What follows belongs to an exercise in optimizing a design on an open flow for small area and few clock cycles; a production flow would make more cautious choices. In this exercise RTL edits were held to simulation tests only and were not proved equivalent to the original.

==> inputs of trial 44 <==
==> flow/design.v (excerpt) <==
module uBlock_enc_top(
	input			clk,
	input			rstn,
	input	[127:0]	plain0,
	input	[127:0]	plain1,
	input	[127:0]	key0,
	input	[127:0]	key1,
	input			start,
	output	[127:0]	cipher0,
	output	[127:0]	cipher1,
	output			done,
	output	reg		occupied
    );
==> module shared_sbox, before the edit <==
module shared_sbox(
	input				clk,
	input	[03:00]		d0c0b0a0,
	input	[03:00]		d1c1b1a1,
	input	[09:00]		guards,
	output	[03:00]		h0g0f0e0,
	output	[03:00]		h1g1f1e1
    );
	wire 				d0, d1;
	wire 				c0, c1;
	wire 				b0, b1;
	wire 				a0, a1;
	wire				e0, e1, e2, e3;
	wire				f0, f1, f2, f3;
	wire				f4, f5, f6, f7;
	wire				g0, g1, g2, g3;
	wire				g4, g5, g6, g7;
	wire				h0, h1, h2, h3;
	reg					e0_r, e1_r, e2_r, e3_r;
	reg					f0_r, f1_r, f2_r, f3_r;
	reg					f4_r, f5_r, f6_r, f7_r;
	reg					g0_r, g1_r, g2_r, g3_r;
	reg					g4_r, g5_r, g6_r, g7_r;
	reg					h0_r, h1_r, h2_r, h3_r;
	wire				e0e1, e2e3;
	wire				f0f1f2f3, f4f5f6f7;
	wire				g0g1g2g3, g4g5g6g7;
	wire				h0h1, h2h3;
	wire 				rj;
	wire 				ri;
	wire 				rh;
	wire 				rg;
	wire 				rf;
	wire 				re;
	wire 				rd;
	wire 				rc;
	wire 				rb;
	wire 				ra;
	assign rj = guards[9];
	assign ri = guards[8];
	assign rh = guards[7];
	assign rg = guards[6];
	assign rf = guards[5];
	assign re = guards[4];
	assign rd = guards[3];
	assign rc = guards[2];
	assign rb = guards[1];
	assign ra = guards[0];
	assign d0 = d0c0b0a0[3];
	assign c0 = d0c0b0a0[2];
	assign b0 = d0c0b0a0[1];
	assign a0 = d0c0b0a0[0];
	assign d1 = d1c1b1a1[3];
	assign c1 = d1c1b1a1[2];
	assign b1 = d1c1b1a1[1];
	assign a1 = d1c1b1a1[0];
	assign e0 = (c0 & d0) ^ 1'b1 ^ rj;
	assign e1 = (c1 & d1) ^ (a0 ^ rj);
	assign e2 = (c0 & d1)        ^ rj;
	assign e3 = (c1 & d0) ^ a1   ^ rj;
	assign f0 = (a0 & b0 & c0) ^ (a0 & b0) ^ (a0 & d0) ^ a0 ^ 1'b1 ^ (rh ^ rg);
	assign f1 = (a0 & b0 & c1) ^ (b0 & c1) ^ a0 ^ c1 ^ (rg ^ rf);
	assign f2 = (a0 & b1 & c0) ^ (a0 & c0) ^ a0 ^ d1 ^ (rf ^ re);
	assign f3 = (a0 & b1 & c1) ^ (a0 & b1) ^ (a0 & c1) ^ (b1 & c1) ^ (a0 & d1) ^ b1 ^ c1 ^ d1 ^ (re ^ rh);
	assign f4 = (a1 & b0 & c0) ^ (a1 & d0) ^ (c0 & d0) ^ a1 ^ (c0 ^ d0) ^ (rh ^ rg);
	assign f5 = (a1 & b0 & c1) ^ (a1 & b0) ^ (b0 & c1) ^ (c1 & d0) ^ b0 ^ d0 ^ (rg ^ rf);
	assign f6 = (a1 & b1 & c0) ^ (a1 & b1) ^ (a1 & c0) ^ (a1 & d1) ^ (c0 & d1) ^ c0 ^ (rf ^ re);
	assign f7 = (a1 & b1 & c1) ^ (a1 & c1) ^ (b1 & c1) ^ (c1 & d1) ^ (re ^ rh);
	assign g0 = (b0 & c0 & d1) ^ (c0 & d1) ^ 1'b1 ^ (rd ^ rc);
	assign g1 = (b1 & c0 & d0) ^ a0 ^ b1 ^ d0 ^ (rc ^ rb);
	assign g2 = (b0 & c1 & d0) ^ (b0 & c1) ^ (rb ^ ra);
	assign g3 = (b1 & c1 & d1) ^ (b1 & c1) ^ (c1 & d1) ^ a1 ^ c1 ^ d1 ^ (ra ^ rd);
	assign g4 = (b0 & c0 & d0) ^ (a0 & b0) ^ (a0 ^ b0) ^ (rd ^ rc);
	assign g5 = (b1 & c0 & d1) ^ (a0 & b1) ^ (c0 & d1) ^ b1 ^ c0 ^ d1 ^ (rc ^ rb);
	assign g6 = (b0 & c1 & d1) ^ (a1 & b0) ^ (b0 & c1) ^ (c1 & d1) ^ (rb ^ ra);
	assign g7 = (b1 & c1 & d0) ^ (a1 & b1) ^ (b1 & c1) ^ a1 ^ b1 ^ d0 ^ (ra ^ rd);
	assign h0 = (b0 & c0)           ^ ri;
	assign h1 = (b0 & c1) ^ b0 ^ d1 ^ ri;
	assign h2 = (b1 & c0) ^ (c0 ^ d0) ^ ri;
	assign h3 = (b1 & c1) ^ b1 ^ c1 ^ ri;
	always @(posedge clk) e0_r <= e0;
	always @(posedge clk) e1_r <= e1;
	always @(posedge clk) e2_r <= e2;
	always @(posedge clk) e3_r <= e3;
	always @(posedge clk) f0_r <= f0;
	always @(posedge clk) f1_r <= f1;
	always @(posedge clk) f2_r <= f2;
	always @(posedge clk) f3_r <= f3;
	always @(posedge clk) f4_r <= f4;
	always @(posedge clk) f5_r <= f5;
	always @(posedge clk) f6_r <= f6;
	always @(posedge clk) f7_r <= f7;
	always @(posedge clk) g0_r <= g0;
	always @(posedge clk) g1_r <= g1;
	always @(posedge clk) g2_r <= g2;
	always @(posedge clk) g3_r <= g3;
	always @(posedge clk) g4_r <= g4;
	always @(posedge clk) g5_r <= g5;
	always @(posedge clk) g6_r <= g6;
	always @(posedge clk) g7_r <= g7;
	always @(posedge clk) h0_r <= h0;
	always @(posedge clk) h1_r <= h1;
	always @(posedge clk) h2_r <= h2;
	always @(posedge clk) h3_r <= h3;
	assign e0e1 = e0_r ^ e1_r;
	assign e2e3 = e2_r ^ e3_r;
	assign f0f1f2f3 = f0_r ^ f1_r ^ f2_r ^ f3_r;
	assign f4f5f6f7 = f4_r ^ f5_r ^ f6_r ^ f7_r;
	assign g0g1g2g3 = g0_r ^ g1_r ^ g2_r ^ g3_r;
	assign g4g5g6g7 = g4_r ^ g5_r ^ g6_r ^ g7_r;
	assign h0h1 = h0_r ^ h1_r;
	assign h2h3 = h2_r ^ h3_r;
	assign h0g0f0e0 = {h0h1, g0g1g2g3, f0f1f2f3, e0e1};
	assign h1g1f1e1 = {h2h3, g4g5g6g7, f4f5f6f7, e2e3};
endmodule
Settings: LEC_CHECK=0, CAP_MARGIN=20, CORE_MARGIN=2, CORE_UTILIZATION=50, PLACE_DENSITY=0.7, SLEW_MARGIN=20; clock period 10.0 ns.
standard.sh (not shown) runs the stock make flow with config.mk's settings and CLKGATE_MAP_FILE= SYNTH_SCRIPT=/design/flow/synth_recipe.tcl, a recipe that flattens the netlist after the stock synthesis.
==> flow/flow/run.sh <==
#!/bin/bash
# The standard layout (standard.sh), except:
#  - synthesis maps with an area-oriented ABC script (flow/area.script, via
#    flow/synth.tcl) and without the adder-extraction step; registers,
#    names and flattening are those of the standard synthesis;
#  - every port gets a buf_1 buffer instead of a clkdlybuf4s50_1;
#  - the clock tree uses small clock buffers and no dummy loads.
set -euo pipefail
W=$PWD
export FLOW_WORK=$W
export FLOW_ABC_SCRIPT=$W/flow/area.script
bash standard.sh \
  SYNTH_SCRIPT=$W/flow/synth.tcl ADDER_MAP_FILE= \
  "BUFFER_PORTS_ARGS=-buffer_cell sky130_fd_sc_hd__buf_1" \
  "CTS_ARGS=-sink_clustering_enable -repair_clock_nets -dont_use_dummy_load -buf_list {sky130_fd_sc_hd__clkbuf_4 sky130_fd_sc_hd__clkbuf_8} -sink_clustering_size 16 -sink_clustering_max_diameter 50" \
  finish > $W/flow_make.log 2>&1
==> flow/flow/area.script <==
strash
&get -n
&st
&dch -f
&nf -a -R 1000
&put
==> flow/flow/synth.tcl <==
# The standard synthesis, with an area-oriented ABC script in place of
# the speed script; everything else (registers, names, flattening) is unchanged.
proc abc {args} {
  set i [lsearch -exact $args -script]
  if {$i >= 0} { lset args [expr {$i + 1}] $::env(FLOW_ABC_SCRIPT) }
  yosys abc {*}$args
}
source $::env(FLOW_WORK)/synth_recipe.tcl
==> build 25: changes against trial 44 <==
--- a/flow/design.v
+++ b/flow/design.v
@@ -300,24 +300,24 @@
 	assign e0 = (c0 & d0) ^ 1'b1 ^ rj;
-	assign e1 = (c1 & d1) ^ (a0 ^ rj);
+	assign e1 = (c1 & d1) ^ a0   ^ rj;
 	assign e2 = (c0 & d1)        ^ rj;
 	assign e3 = (c1 & d0) ^ a1   ^ rj;
-	assign f0 = (a0 & b0 & c0) ^ (a0 & b0) ^ (a0 & d0) ^ a0 ^ 1'b1 ^ (rh ^ rg);
-	assign f1 = (a0 & b0 & c1) ^ (b0 & c1) ^ a0 ^ c1 ^ (rg ^ rf);
-	assign f2 = (a0 & b1 & c0) ^ (a0 & c0) ^ a0 ^ d1 ^ (rf ^ re);
-	assign f3 = (a0 & b1 & c1) ^ (a0 & b1) ^ (a0 & c1) ^ (b1 & c1) ^ (a0 & d1) ^ b1 ^ c1 ^ d1 ^ (re ^ rh);
-	assign f4 = (a1 & b0 & c0) ^ (a1 & d0) ^ (c0 & d0) ^ a1 ^ (c0 ^ d0) ^ (rh ^ rg);
-	assign f5 = (a1 & b0 & c1) ^ (a1 & b0) ^ (b0 & c1) ^ (c1 & d0) ^ b0 ^ d0 ^ (rg ^ rf);
-	assign f6 = (a1 & b1 & c0) ^ (a1 & b1) ^ (a1 & c0) ^ (a1 & d1) ^ (c0 & d1) ^ c0 ^ (rf ^ re);
-	assign f7 = (a1 & b1 & c1) ^ (a1 & c1) ^ (b1 & c1) ^ (c1 & d1) ^ (re ^ rh);
-	assign g0 = (b0 & c0 & d1) ^ (c0 & d1) ^ 1'b1 ^ (rd ^ rc);
-	assign g1 = (b1 & c0 & d0) ^ a0 ^ b1 ^ d0 ^ (rc ^ rb);
-	assign g2 = (b0 & c1 & d0) ^ (b0 & c1) ^ (rb ^ ra);
-	assign g3 = (b1 & c1 & d1) ^ (b1 & c1) ^ (c1 & d1) ^ a1 ^ c1 ^ d1 ^ (ra ^ rd);
-	assign g4 = (b0 & c0 & d0) ^ (a0 & b0) ^ (a0 ^ b0) ^ (rd ^ rc);
-	assign g5 = (b1 & c0 & d1) ^ (a0 & b1) ^ (c0 & d1) ^ b1 ^ c0 ^ d1 ^ (rc ^ rb);
-	assign g6 = (b0 & c1 & d1) ^ (a1 & b0) ^ (b0 & c1) ^ (c1 & d1) ^ (rb ^ ra);
-	assign g7 = (b1 & c1 & d0) ^ (a1 & b1) ^ (b1 & c1) ^ a1 ^ b1 ^ d0 ^ (ra ^ rd);
+	assign f0 = (a0 & b0 & c0) ^ (a0 & b0) ^ (a0 & d0)                         ^ a0 ^ 1'b1    ^ rh ^ rg;
+	assign f1 = (a0 & b0 & c1)                         ^ (b0 & c1)             ^ a0 ^ c1      ^ rg ^ rf;
+	assign f2 = (a0 & b1 & c0)             ^ (a0 & c0)                         ^ a0 ^ d1      ^ rf ^ re;
+	assign f3 = (a0 & b1 & c1) ^ (a0 & b1) ^ (a0 & c1) ^ (b1 & c1) ^ (a0 & d1) ^ b1 ^ c1 ^ d1 ^ re ^ rh;
+	assign f4 = (a1 & b0 & c0) ^ (a1 & d0) ^ (c0 & d0) 						   ^ a1 ^ c0 ^ d0 ^ rh ^ rg;
+	assign f5 = (a1 & b0 & c1) ^ (a1 & b0) ^ (b0 & c1) ^ (c1 & d0) 			   ^ b0 ^ d0      ^ rg ^ rf;
+	assign f6 = (a1 & b1 & c0) ^ (a1 & b1) ^ (a1 & c0) ^ (a1 & d1) ^ (c0 & d1) ^ c0           ^ rf ^ re;
+	assign f7 = (a1 & b1 & c1) ^ (a1 & c1) ^ (b1 & c1) ^ (c1 & d1)                            ^ re ^ rh;
+	assign g0 = (b0 & c0 & d1) ^ (c0 & d1) 											^ 1'b1    ^ rd ^ rc;
+	assign g1 = (b1 & c0 & d0) ^ a0 ^ b1 ^ d0 												  ^ rc ^ rb;
+	assign g2 = (b0 & c1 & d0) ^ (b0 & c1) 													  ^ rb ^ ra;
+	assign g3 = (b1 & c1 & d1) ^ (b1 & c1) ^ (c1 & d1) ^ a1 ^ c1 ^ d1 						  ^ ra ^ rd;
+	assign g4 = (b0 & c0 & d0) ^ (a0 & b0) ^ a0 ^ b0 										  ^ rd ^ rc;
+	assign g5 = (b1 & c0 & d1) ^ (a0 & b1) ^ (c0 & d1) ^ b1 ^ c0 ^ d1 						  ^ rc ^ rb;
+	assign g6 = (b0 & c1 & d1) ^ (a1 & b0) ^ (b0 & c1) ^ (c1 & d1) 							  ^ rb ^ ra;
+	assign g7 = (b1 & c1 & d0) ^ (a1 & b1) ^ (b1 & c1) ^ a1 ^ b1 ^ d0 						  ^ ra ^ rd;
 	assign h0 = (b0 & c0)           ^ ri;
 	assign h1 = (b0 & c1) ^ b0 ^ d1 ^ ri;
-	assign h2 = (b1 & c0) ^ (c0 ^ d0) ^ ri;
+	assign h2 = (b1 & c0) ^ c0 ^ d0 ^ ri;
 	assign h3 = (b1 & c1) ^ b1 ^ c1 ^ ri;
==> flow/flow/run.sh (replaced) <==
#!/bin/bash
# Standard layout, except: area-oriented ABC mapping in synthesis, buf_1
# port buffers, and a clock tree of small clock buffers without dummy loads.
set -euo pipefail
W=$PWD
export FLOW_WORK=$W
export FLOW_ABC_SCRIPT=$W/flow/area.script
bash standard.sh \
  SYNTH_SCRIPT=$W/flow/synth.tcl \
  "BUFFER_PORTS_ARGS=-buffer_cell sky130_fd_sc_hd__buf_1" \
  "CTS_ARGS=-sink_clustering_enable -repair_clock_nets -dont_use_dummy_load -buf_list {sky130_fd_sc_hd__clkbuf_4 sky130_fd_sc_hd__clkbuf_8} -sink_clustering_size 16 -sink_clustering_max_diameter 50" \
  finish > $W/flow_make.log 2>&1
- CORE_UTILIZATION: 50 -> 40
- PLACE_DENSITY: 0.7 -> unset
==> build 71: changes against trial 44 <==
--- a/flow/design.v
+++ b/flow/design.v
@@ -300,24 +300,24 @@
 	assign e0 = (c0 & d0) ^ 1'b1 ^ rj;
-	assign e1 = (c1 & d1) ^ (a0 ^ rj);
+	assign e1 = (c1 & d1) ^ a0   ^ rj;
 	assign e2 = (c0 & d1)        ^ rj;
 	assign e3 = (c1 & d0) ^ a1   ^ rj;
-	assign f0 = (a0 & b0 & c0) ^ (a0 & b0) ^ (a0 & d0) ^ a0 ^ 1'b1 ^ (rh ^ rg);
-	assign f1 = (a0 & b0 & c1) ^ (b0 & c1) ^ a0 ^ c1 ^ (rg ^ rf);
-	assign f2 = (a0 & b1 & c0) ^ (a0 & c0) ^ a0 ^ d1 ^ (rf ^ re);
-	assign f3 = (a0 & b1 & c1) ^ (a0 & b1) ^ (a0 & c1) ^ (b1 & c1) ^ (a0 & d1) ^ b1 ^ c1 ^ d1 ^ (re ^ rh);
-	assign f4 = (a1 & b0 & c0) ^ (a1 & d0) ^ (c0 & d0) ^ a1 ^ (c0 ^ d0) ^ (rh ^ rg);
-	assign f5 = (a1 & b0 & c1) ^ (a1 & b0) ^ (b0 & c1) ^ (c1 & d0) ^ b0 ^ d0 ^ (rg ^ rf);
-	assign f6 = (a1 & b1 & c0) ^ (a1 & b1) ^ (a1 & c0) ^ (a1 & d1) ^ (c0 & d1) ^ c0 ^ (rf ^ re);
-	assign f7 = (a1 & b1 & c1) ^ (a1 & c1) ^ (b1 & c1) ^ (c1 & d1) ^ (re ^ rh);
-	assign g0 = (b0 & c0 & d1) ^ (c0 & d1) ^ 1'b1 ^ (rd ^ rc);
-	assign g1 = (b1 & c0 & d0) ^ a0 ^ b1 ^ d0 ^ (rc ^ rb);
-	assign g2 = (b0 & c1 & d0) ^ (b0 & c1) ^ (rb ^ ra);
-	assign g3 = (b1 & c1 & d1) ^ (b1 & c1) ^ (c1 & d1) ^ a1 ^ c1 ^ d1 ^ (ra ^ rd);
-	assign g4 = (b0 & c0 & d0) ^ (a0 & b0) ^ (a0 ^ b0) ^ (rd ^ rc);
-	assign g5 = (b1 & c0 & d1) ^ (a0 & b1) ^ (c0 & d1) ^ b1 ^ c0 ^ d1 ^ (rc ^ rb);
-	assign g6 = (b0 & c1 & d1) ^ (a1 & b0) ^ (b0 & c1) ^ (c1 & d1) ^ (rb ^ ra);
-	assign g7 = (b1 & c1 & d0) ^ (a1 & b1) ^ (b1 & c1) ^ a1 ^ b1 ^ d0 ^ (ra ^ rd);
+	assign f0 = (a0 & b0 & c0) ^ (a0 & b0) ^ (a0 & d0)                         ^ a0 ^ 1'b1    ^ rh ^ rg;
+	assign f1 = (a0 & b0 & c1)                         ^ (b0 & c1)             ^ a0 ^ c1      ^ rg ^ rf;
+	assign f2 = (a0 & b1 & c0)             ^ (a0 & c0)                         ^ a0 ^ d1      ^ rf ^ re;
+	assign f3 = (a0 & b1 & c1) ^ (a0 & b1) ^ (a0 & c1) ^ (b1 & c1) ^ (a0 & d1) ^ b1 ^ c1 ^ d1 ^ re ^ rh;
+	assign f4 = (a1 & b0 & c0) ^ (a1 & d0) ^ (c0 & d0) 						   ^ a1 ^ c0 ^ d0 ^ rh ^ rg;
+	assign f5 = (a1 & b0 & c1) ^ (a1 & b0) ^ (b0 & c1) ^ (c1 & d0) 			   ^ b0 ^ d0      ^ rg ^ rf;
+	assign f6 = (a1 & b1 & c0) ^ (a1 & b1) ^ (a1 & c0) ^ (a1 & d1) ^ (c0 & d1) ^ c0           ^ rf ^ re;
+	assign f7 = (a1 & b1 & c1) ^ (a1 & c1) ^ (b1 & c1) ^ (c1 & d1)                            ^ re ^ rh;
+	assign g0 = (b0 & c0 & d1) ^ (c0 & d1) 											^ 1'b1    ^ rd ^ rc;
+	assign g1 = (b1 & c0 & d0) ^ a0 ^ b1 ^ d0 												  ^ rc ^ rb;
+	assign g2 = (b0 & c1 & d0) ^ (b0 & c1) 													  ^ rb ^ ra;
+	assign g3 = (b1 & c1 & d1) ^ (b1 & c1) ^ (c1 & d1) ^ a1 ^ c1 ^ d1 						  ^ ra ^ rd;
+	assign g4 = (b0 & c0 & d0) ^ (a0 & b0) ^ a0 ^ b0 										  ^ rd ^ rc;
+	assign g5 = (b1 & c0 & d1) ^ (a0 & b1) ^ (c0 & d1) ^ b1 ^ c0 ^ d1 						  ^ rc ^ rb;
+	assign g6 = (b0 & c1 & d1) ^ (a1 & b0) ^ (b0 & c1) ^ (c1 & d1) 							  ^ rb ^ ra;
+	assign g7 = (b1 & c1 & d0) ^ (a1 & b1) ^ (b1 & c1) ^ a1 ^ b1 ^ d0 						  ^ ra ^ rd;
 	assign h0 = (b0 & c0)           ^ ri;
 	assign h1 = (b0 & c1) ^ b0 ^ d1 ^ ri;
-	assign h2 = (b1 & c0) ^ (c0 ^ d0) ^ ri;
+	assign h2 = (b1 & c0) ^ c0 ^ d0 ^ ri;
 	assign h3 = (b1 & c1) ^ b1 ^ c1 ^ ri;
==> flow/flow/run.sh (replaced) <==
#!/bin/bash
# Standard layout, except: area-oriented ABC mapping in synthesis, buf_1
# port buffers, and CTS without dummy loads.
set -euo pipefail
W=$PWD
export FLOW_WORK=$W
export FLOW_ABC_SCRIPT=$W/flow/area.script
bash standard.sh \
  SYNTH_SCRIPT=$W/flow/synth.tcl \
  "BUFFER_PORTS_ARGS=-buffer_cell sky130_fd_sc_hd__buf_1" \
  "CTS_ARGS=-sink_clustering_enable -repair_clock_nets -dont_use_dummy_load" \
  finish > $W/flow_make.log 2>&1
- CORE_UTILIZATION: 50 -> 40
- PLACE_DENSITY: 0.7 -> unset
==> build 70: changes against trial 44 <==
--- a/flow/flow/run.sh
+++ b/flow/flow/run.sh
@@ -12,3 +12,3 @@
 bash standard.sh \
-  SYNTH_SCRIPT=$W/flow/synth.tcl ADDER_MAP_FILE= \
+  SYNTH_SCRIPT=$W/flow/synth.tcl ADDER_MAP_FILE= GPL_KEEP_OVERFLOW=0 \
   "BUFFER_PORTS_ARGS=-buffer_cell sky130_fd_sc_hd__buf_1" \
- PLACE_DENSITY: 0.7 -> unset
==> run summary <==
- Build 70 went through all stages and came out clean. Trial 44 finished clean. Build 71 went through all stages and came out clean. Build 25 went through all stages and came out clean.
- In critical path depth, build 71 and trial 44 do not differ.
- Die area is the same in build 70 and trial 44.
- The lowest global-route usage belongs to build 25, the highest to trial 44.
- First-iteration DRC count: build 25 < build 71 < build 70 < trial 44.
- Between build 71 and build 25, the lower clock skew is in build 71 (gap 0.082 ns).
==> figures <==
metric	build 70	build 71	trial 44	build 25
Average wire per standard cell	31.8 um	33.7 um	32.6 um	33.6 um
Synthesis-to-layout area growth	14.9%	16.2%	13.0%	14.0%
Result of the run	complete, no violations	complete, no violations	complete, no violations	complete, no violations
Tightest Pin Transition	1.35 ns	1.34 ns	1.32 ns	1.34 ns
Number of clock buffers in the layout	152	148	151	158
Crit path depth	12	13	13	13
Post-Synthesis Cells	7701	7796	7701	7796
Final Cell Area	80300 um^2	81900 um^2	79000 um^2	80400 um^2
Total die area	143000 um^2	180000 um^2	143000 um^2	180000 um^2
Multi-input gate area	44100 um^2	43900 um^2	43200 um^2	43900 um^2
Synth Area in XOR/XNOR	0.421	0.427	0.421	0.427
Time the final worst path needs with I/O delays and setup	7.82 ns	7.82 ns	7.68 ns	7.99 ns
Number of CTS-inserted buffers	152	148	151	158
Number of antenna violations at the first check in global routing	23	24	27	25
Testbench counts of trial 44, summed over its fixed seeds: cycles 6,528.
Testbench counts of build 25, summed over its fixed seeds: cycles 6,528.
Testbench counts of build 71, summed over its fixed seeds: cycles 6,528.
Testbench counts of build 70, summed over its fixed seeds: cycles 6,528.

[re-timing with driven ports]
How much do the figures lean on ideal ports? The routed layouts below were timed once more, with nothing changed but the port constraints. Step 1 sets driving cells, clkbuf_16 on the clock port and buf_2 on the other inputs (assumed; they add their load-dependent delay and slew). Step 2 times the ports against the registers' clock, not the clock port: input delays grow and output delays shrink by t, the midpoint of the rising clock arrivals with the driver on. Slacks: ideal / step 1 / step 2; pairs: ideal / step 1.
run	shift t [ns]	slack for setup (ns)	pins driven straight from the clock port
trial 44	0.968	2.321 / 2.242 / 3.210	1
build 25	1.018	2.013 / 1.918 / 2.936	1
build 71	0.894	2.179 / 2.080 / 2.974	1
build 70	0.980	2.183 / 2.090 / 3.070	1
After both steps every run listed still meets setup and hold.
